This design comes from an exercise in tuning for small area on the open sky130 flow, not from production work. The RTL was checked by simulation tests, not by an equivalence proof against the original design. The clock port is modelled as an ideal driver, which makes a skipped or thinned clock tree look cheaper than it is; a real chip needs a root buffer or a tree. Power and IR drop assume default switching activity.

Setup of before:
==> module CarParking, before the edit <==
module CarParking (
    input clk,
    input InSig,
    input OutSig,
    input reset,
    output [6:0] HEX0,
    output [6:0] HEX1,
    output [6:0] HEX4,
    output ClosedLight,
    output OpenLight,
    output reg WarningLight,
    output motor
);
    reg [3:0] tens;
    reg [3:0] ones;
    reg [6:0] CarCount;
    reg state;
    always @(*) begin
        if (CarCount >= 30) begin
            tens = 3;
            ones = CarCount - 30;
        end else if (CarCount >= 20) begin
            tens = 2;
            ones = CarCount - 20;
        end else if (CarCount >= 10) begin
            tens = 1;
            ones = CarCount - 10;
        end else begin
            tens = 0;
            ones = CarCount[3:0];
        end
    end
    assign ClosedLight = (CarCount >= 35);
    assign OpenLight   = !ClosedLight;
    Bin_to_Display Display0 (.b_num(ones), .seg(HEX0));
    Bin_to_Display Display1 (.b_num(tens), .seg(HEX1));
    Bin_to_Display #(.INLEN(1)) Display4 (.b_num(state), .seg(HEX4));
    ServoController Motor1 (
        .clk(clk),
        .reset(reset),
        .gate_trigger(state),
        .pwm(motor)
    );
    reg [9:0] in_q, out_q;
    reg In_Button, Out_Button;
    wire in_clr  = InSig  || !reset;
    wire out_clr = OutSig || !reset;
    wire in_m    = ({in_q[8:6],  in_q[4:0]}  == 8'b01001010);
    wire out_m   = ({out_q[8:6], out_q[4:0]} == 8'b01001010);
    wire in_fb   = !in_m  && !(in_q[9]  ^ in_q[6]);
    wire out_fb  = !out_m && !(out_q[9] ^ out_q[6]);
    always @(posedge clk) begin
        in_q  <= in_clr  ? 10'h0a6 : {~in_q[8:0],  in_fb};
        out_q <= out_clr ? 10'h0a6 : {~out_q[8:0], out_fb};
        In_Button  <= reset && in_m  && in_q[9];
        Out_Button <= reset && out_m && out_q[9];
    end
    reg [14:0] blink_q;
    wire blink_end = ({blink_q[14:11], blink_q[9:7], blink_q[5:0]} == 13'b0100_010_101110);
    always @(posedge clk)
        blink_q <= (blink_end || !reset) ? 15'd0 : {~blink_q[13:0], !(blink_q[14] ^ blink_q[13])};
    always @(posedge clk or negedge reset) begin
        if (!reset)
            WarningLight <= 0;
        else if (blink_end)
            WarningLight <= (CarCount > 30 && CarCount < 35) ? ~WarningLight : 1'b0;
    end
    reg [16:0] open_q;
    wire open_m = ({open_q[15:12], open_q[10:9], open_q[7:0]} == 14'b1010_01_10101010);
    wire timer_end = open_m && !open_q[16];
    wire accept = !state && ((In_Button && CarCount < 35) ||
                             (Out_Button && CarCount != 0));
    always @(posedge clk)
        open_q <= accept ? 17'h1a35c : {~open_q[15:0], !open_m && !(open_q[16] ^ open_q[13])};
    wire [6:0] cnt_up, cnt_dn;
    assign cnt_up[0] = 1'b1;
    assign cnt_dn[0] = 1'b1;
    genvar i;
    generate for (i = 1; i < 7; i = i + 1) begin : g_cnt
        assign cnt_up[i] = cnt_up[i-1] & CarCount[i-1];
        assign cnt_dn[i] = cnt_dn[i-1] & !CarCount[i-1];
    end endgenerate
    always @(posedge clk or negedge reset) begin
        if (!reset) begin
            state <= 1'b0;
            CarCount <= 0;
        end else begin
            if (accept) begin
                CarCount <= CarCount ^ (In_Button ? cnt_up : cnt_dn);
                state <= 1'b1;
            end else if (state && timer_end && !In_Button && !Out_Button)
                state <= 1'b0;
        end
    end
endmodule
==> flow/config.mk <==
export PLATFORM = sky130hd
export DESIGN_NAME = CarParking
export DESIGN_NICKNAME = CarParking
export VERILOG_FILES = /design/flow/design.v
export SDC_FILE = /design/flow/constraint.sdc
export NUM_CORES = 4
export LEC_CHECK = 0
export CAP_MARGIN = 20
export CORE_MARGIN = 2
export CORE_UTILIZATION = 40
export SLEW_MARGIN = 20
==> flow/constraint.sdc <==
create_clock -name core_clock -period 10.0 [get_ports {clk}]
set_input_delay 2.0000 -clock core_clock [delete_from_list [all_inputs] [get_ports {clk}]]
set_output_delay 2.0000 -clock core_clock [all_outputs]
set_load 0.01 [all_outputs]
standard.sh (not shown) runs the stock make flow with config.mk's settings and CLKGATE_MAP_FILE= SYNTH_SCRIPT=/design/flow/synth_recipe.tcl, a recipe that flattens the netlist after the stock synthesis.
==> flow/flow/run.sh <==
#!/bin/bash
# Layout flow: the standard ORFS flow (standard.sh) with these changes:
#  - synthesis: synth_recipe.tcl unchanged except that ABC maps with an
#    area-oriented script (abc_area.script, run for a few seeds of its
#    randomised step, keeping the smallest result) and adders are left to
#    ABC instead of being mapped to ha/fa cells first (ADDER_MAP_FILE empty);
#  - each port gets the smallest buffer (buf_1);
#  - clock tree: a root inverter driving one inverter per group of nearby
#    registers (manual_cts.tcl, run in place of TritonCTS).
# Each tool's log is in orfs/logs/; make's output is in flow_standard.log.
set -euo pipefail
here=$PWD
export FLOW_ABC_SCRIPT=$here/flow/abc_area.script
export FLOW_ABC_SEEDS="1 2 3 4 5"
export FLOW_ABC_TMP=$here
cat $here/flow/abc_override.tcl $here/synth_recipe.tcl > $here/flow_synth.tcl
sed -e "s#SYNTH_SCRIPT=[^ ]*#SYNTH_SCRIPT=$here/flow_synth.tcl ADDER_MAP_FILE=#" $here/standard.sh > $here/flow_standard.sh
export PRE_CTS_TCL=$here/flow/manual_cts.tcl
export FLOW_CTS_GROUPS=4
export FLOW_CTS_LEAF=sky130_fd_sc_hd__inv_8
export FLOW_CTS_ROOT=sky130_fd_sc_hd__inv_8
export BUFFER_PORTS_ARGS="-buffer_cell sky130_fd_sc_hd__buf_1"
bash $here/flow_standard.sh > $here/flow_standard.log 2>&1
Other scripts of this flow, unchanged in this note and not shown: flow/flow/abc_area.script, flow/flow/abc_override.tcl, flow/flow/manual_cts.tcl
The inputs of after differ from those of before as listed below.
--- a/flow/design.v
+++ b/flow/design.v
@@ -91,8 +91,9 @@
         .pwm(motor)
     );
     reg [9:0] in_q, out_q;
     reg In_Button, Out_Button;
+    reg In_Prev, Out_Prev;
     wire in_clr  = InSig  || !reset;
     wire out_clr = OutSig || !reset;
     wire in_m    = ({in_q[8:6],  in_q[4:0]}  == 8'b01001010);
     wire out_m   = ({out_q[8:6], out_q[4:0]} == 8'b01001010);
@@ -102,8 +103,10 @@
         in_q  <= in_clr  ? 10'h0a6 : {~in_q[8:0],  in_fb};
         out_q <= out_clr ? 10'h0a6 : {~out_q[8:0], out_fb};
         In_Button  <= reset && in_m  && in_q[9];
         Out_Button <= reset && out_m && out_q[9];
+        In_Prev  <= In_Button;
+        Out_Prev <= Out_Button;
     end
     reg [14:0] blink_q;
     wire blink_end = ({blink_q[14:11], blink_q[9:7], blink_q[5:0]} == 13'b0100_010_101110);
     always @(posedge clk)
@@ -116,10 +119,10 @@
     end
     reg [16:0] open_q;
     wire open_m = ({open_q[15:12], open_q[10:9], open_q[7:0]} == 14'b1010_01_10101010);
     wire timer_end = open_m && !open_q[16];
-    wire accept = !state && ((In_Button && CarCount < 35) ||
-                             (Out_Button && CarCount != 0));
+    wire accept = !state && ((In_Button && !In_Prev && CarCount < 35) ||
+                             (Out_Button && !Out_Prev && CarCount != 0));
     always @(posedge clk)
         open_q <= accept ? 17'h1a35c : {~open_q[15:0], !open_m && !(open_q[16] ^ open_q[13])};
     wire [6:0] cnt_up, cnt_dn;
     assign cnt_up[0] = 1'b1;
Results
after against before: clock power closely matched the old numbers; sequential cell count of the final layout increased by 2.5% relative to the old numbers.
The die area of after was inferior to that of before.
Clock-pin slew of the registers on the worst-case setup and hold paths was lower in the run labelled before.
Sort before and after by worst setup slack asc -> top: before
Layout-stage area growth over the synthesis result is lower on after
No run of this note takes its clock network from TritonCTS; it comes from the design's own scripts or RTL.

separate check: timing with driven ports:
Ports are ideal in the flow. The routed layouts listed here were re-timed in OpenROAD.
Step 1 sets driving cells, clkbuf_16 on the clock port and buf_2 on the other inputs (assumed; they add their load-dependent delay and slew).
Step 2 also shifts input and output timing later by t, the mid clock arrival at the registers, as if the neighbouring blocks saw the same clock.
Three values: ideal ports, drivers, drivers and shift; two values: the first two.
run | shift t [ns] | setup WS [ns] | clock arrival spread, ns | worst register clock-pin slew, ns | pins driven straight from the clock port
before | 0.195 | 4.799 / 4.754 / 4.949 | 0.006 / 0.006 | 0.09 / 0.09 | 1
after | 0.198 | 4.906 / 4.860 / 5.058 | 0.012 / 0.012 | 0.11 / 0.11 | 1
After both steps setup and hold are still met in every run listed.
